Background: an optimization exercise with open tools, aiming at small area. Do not read the settings as production practice.
Only simulation tests tie the RTL to the original design; equivalence was not proved.
No activity file was given, so power comes from the tool's default toggle rates.

// vpx_brd_ctrl_core
module vpx_brd_ctrl_core
 (
	clk,   						 
	rst_n,						 
	vcc1p0_pgood_i,
	vcc3p3_fmc_pgood_i,
	vcc_vadj_fmc_pgood_i,
	vcc1p2_pgood_i,
	vcc1p8_fpga_pgood_i,
	vcc1p5_fpga_pgood_i,
	vcc0p75_fpga_pgood_i,
	vcc1p0_mgtavcc_pgood_i,
	vcc1p2_mgtavtt_pgood_i,
	vcc3p3_pgood_i,
	dspa_sspcs1_i,		  			 
	dspa_sspck_i,					 
	dspa_sspmiso_o,					 
	dspa_sspmosi_i,         		 
	dspb_sspcs1_i,		  			 
	dspb_sspck_i,					 
	dspb_sspmiso_o,					 
	dspb_sspmosi_i,         		 
	vcc2p5_pgood_i,			
	vcc1p8_dsp_pgood_i,     
	vcc1p5_dsp_pgood_i,	    
	vcc0p75_dsp_pgood_i,	
	sys_pgood_o,			
	vcc2p5_en_o,			
	vcc1p8_dsp_en_o,        
	vcc1p5_dsp_en_o,				
	vcc0p75_dsp_en_o,		
	dspa_gpio_i,					 
	dspa_gpio_o,					 
	dspa_gpio_en,					 
	dspb_gpio_i,					 
	dspb_gpio_o,					 
	dspb_gpio_en,					 
	full_reset_i,					 
	dspa_warm_reset_i,				 
	dspb_warm_reset_i,				 
	fpga_rst_i,						 
	fpga_rst_o,						 
	dspa_trgrstz_i, 				 
	dspb_trgrstz_i, 				 
	dspa_debug_led_o,				 
	dspb_debug_led_o,				 
	dspa_porz_o,					 
	dspa_resetfullz_o,				 
	dspa_resetz_o,					 
	dspa_lresetz_o,					 
	dspa_coresel_o,					 
	dspa_resetstat_n_i,				 
	dspa_nmiz_o,					 
	dspa_lresetnmienz_o,			 
	dspa_bootcomplete_i,             
	dspa_paclksel_o,				 
	dspa_hout_i,					 
	dspa_sysclkout_i,				 
	dspa_timi0_o,					 
	dspb_porz_o,					 
	dspb_resetfullz_o,				 
	dspb_resetz_o,					 
	dspb_lresetz_o,					 
	dspb_coresel_o,					 
	dspb_resetstat_n_i,				 
	dspb_nmiz_o,					 
	dspb_lresetnmienz_o,			 
	dspb_bootcomplete_i,             
	dspb_paclksel_o,				 
	dspb_hout_i,					 
	dspb_sysclkout_i,				 
	dspb_timi0_o,					 
	dspa_phy_int_n_i,				 
	dspa_phy_rst_n_o,				 
	dspb_phy_int_n_i,				 
	dspb_phy_rst_n_o,				 
	dspa_ucd9222_pg1_i,				 
	dspa_ucd9222_pg2_i,				 
	dspa_ucd9222_ena1_o,   			 
	dspa_ucd9222_ena2_o,			 
	dspa_pgucd9222_i,				 
	dspa_ucd9222_rst_n_o,			 
	dspb_ucd9222_pg1_i,				 
	dspb_ucd9222_pg2_i,				 
	dspb_ucd9222_ena1_o,   			 
	dspb_ucd9222_ena2_o,			 
	dspb_pgucd9222_i,				 
	dspb_ucd9222_rst_n_o,			 
	dspa_pca9306_en_o,				 
	dspb_pca9306_en_o,				 
	dspa_nand_wp_o,					 
	dspa_nor_wp_n_o,				 
	dspa_eeprom_wp_o,				 
	dspb_nand_wp_o,					 
	dspb_nor_wp_n_o,				 
	dspb_eeprom_wp_o,				 
    dspa_vid_oe_n_o, 
	dspb_vid_oe_n_o, 
	ad9516_1_clock_reset_o,
	ad9516_1_cs_o, 
	ad9516_1_pd_o,
	ad9516_1_refsel_o,
	ad9516_1_sclk_o,
	ad9516_1_sdi_o,
	ad9516_1_ld_i,
	ad9516_2_clock_reset_o,
	ad9516_2_cs_o, 
	ad9516_2_pd_o,
	ad9516_2_refsel_o,
	ad9516_2_sclk_o,
	ad9516_2_sdi_o,
	ad9516_2_ld_i,
	sp3an_debug_led_o,
	front_led_o,
	sw_fsel_o,
	sw_qfg_o,
	srio_rst_n_o,
	sw_spd_o,
	fmc1_pg_c2m_o,
	fmc2_pg_c2m_o,
	dspa_tsip0_fsa0_o,
	dspa_tsip0_clka0_o,
	dspb_tsip0_fsa0_o,
	dspb_tsip0_clka0_o
 );
clock: 20.0 ns
lec_check: 0
cap_margin: 20
core_margin: 2
core_utilization: 40
slew_margin: 20
standard.sh (not shown) runs the stock make flow with config.mk's settings and CLKGATE_MAP_FILE= SYNTH_SCRIPT=/design/flow/synth_recipe.tcl, a recipe that flattens the netlist after the stock synthesis.
==> flow/flow/run.sh <==
#!/bin/bash
# Layout flow: the standard ORFS flow (standard.sh), with these changes:
#  - after the standard synthesis, the logic between the registers is
#    re-mapped by ABC for area (flow/remap.tcl, flow/remap.abc); registers keep
#    their names and cell types, and the new netlist is proven equal to the
#    standard one (flow/equiv.tcl) before it is used (else the standard
#    netlist is kept);
#  - input and output ports are buffered with sky130_fd_sc_hd__buf_1;
#  - clock tree synthesis uses the arguments in flow/cts_args.txt.
# Each tool's output goes to its own log in the work folder (ORFS also writes
# each step's log under orfs/logs/).
set -euo pipefail
cts_args="$(tr '\n' ' ' < flow/cts_args.txt)"
knobs=("BUFFER_PORTS_ARGS=-buffer_cell sky130_fd_sc_hd__buf_1" "CTS_ARGS=${cts_args}" "SKIP_REPAIR_TIE_FANOUT=1")
res=orfs/results/${FLOW_PLATFORM}/vpx_brd_ctrl_core/base
bash standard.sh "${knobs[@]}" synth > make_synth.log 2>&1

YOSYS=yosys
[[ -x "${FLOW_HOME}/../tools/install/yosys/bin/yosys" ]] && YOSYS="${FLOW_HOME}/../tools/install/yosys/bin/yosys"
export REMAP_LIB="${FLOW_HOME}/platforms/${FLOW_PLATFORM}/lib/sky130_fd_sc_hd__tt_025C_1v80.lib"
export REMAP_IN="$PWD/1_2_yosys_standard.v"
export REMAP_OUT="$PWD/1_2_yosys_remap.v"
export REMAP_DONT_USE="$PWD/flow/dont_use.txt"
export REMAP_ABC="$PWD/flow/remap.abc"
cp "$res/1_2_yosys.v" "$REMAP_IN"
if "$YOSYS" -c flow/remap.tcl > yosys_remap.log 2>&1 && \
   "$YOSYS" -c flow/equiv.tcl > yosys_equiv.log 2>&1; then
  cp "$REMAP_OUT" "$res/1_2_yosys.v"
  echo "re-mapped netlist used" > remap_result.txt
else
  echo "re-map failed or not proven: standard netlist kept" > remap_result.txt
fi
bash standard.sh "${knobs[@]}" do-1_synth > make_synth_odb.log 2>&1
bash standard.sh "${knobs[@]}" finish > make_finish.log 2>&1
==> flow/flow/cts_args.txt <==
-sink_clustering_enable
-repair_clock_nets
-buf_list sky130_fd_sc_hd__clkbuf_16
-sink_clustering_size 34
-sink_clustering_max_diameter 100
-dont_use_dummy_load
Other scripts of this flow, unchanged in this note and not shown: flow/flow/dont_use.txt, flow/flow/equiv.tcl, flow/flow/remap.abc, flow/flow/remap.tcl
Rerun with:
==> flow/flow/cts_args.txt (replaced) <==
-sink_clustering_enable
-repair_clock_nets
-buf_list sky130_fd_sc_hd__clkbuf_16
-sink_clustering_size 30
-sink_clustering_max_diameter 100
-dont_use_dummy_load
After rerunning: Global-route usage is about the same. Core utilization is about the same. Die area does not change. Fmax hardly moves. Hold slack gains 0.014 ns. Routed wire length barely changes. Clock power grows by about 3%.

## static timing again, ports no longer ideal
The results above use ideal ports. As a check the final layouts listed here were re-extracted and re-timed, cells and wires unchanged. Step 1: set_driving_cell puts a clkbuf_16 on clk and a buf_2 on each other input, an assumption about the parent block. Step 2 also shifts input and output timing later by t, the mid clock arrival at the registers, as if the neighbouring blocks saw the same clock. Slacks: ideal ports / drivers / drivers and shift; pairs: ideal ports / drivers.
run	t, ns	setup WS [ns]	worst setup path at the end	worst register clock-pin slew, ns	cell pins on the clock port's net
the first run	0.526	11.156 / 11.127 / 11.127	input to output	0.12 / 0.12	1
the second run	0.530	11.136 / 11.106 / 11.106	input to output	0.11 / 0.11	1
After both steps setup and hold are still met in every run listed. The setup slack of the second run, which loses most, moves by -0.030 ns with the drivers and by -0.030 ns with both steps.
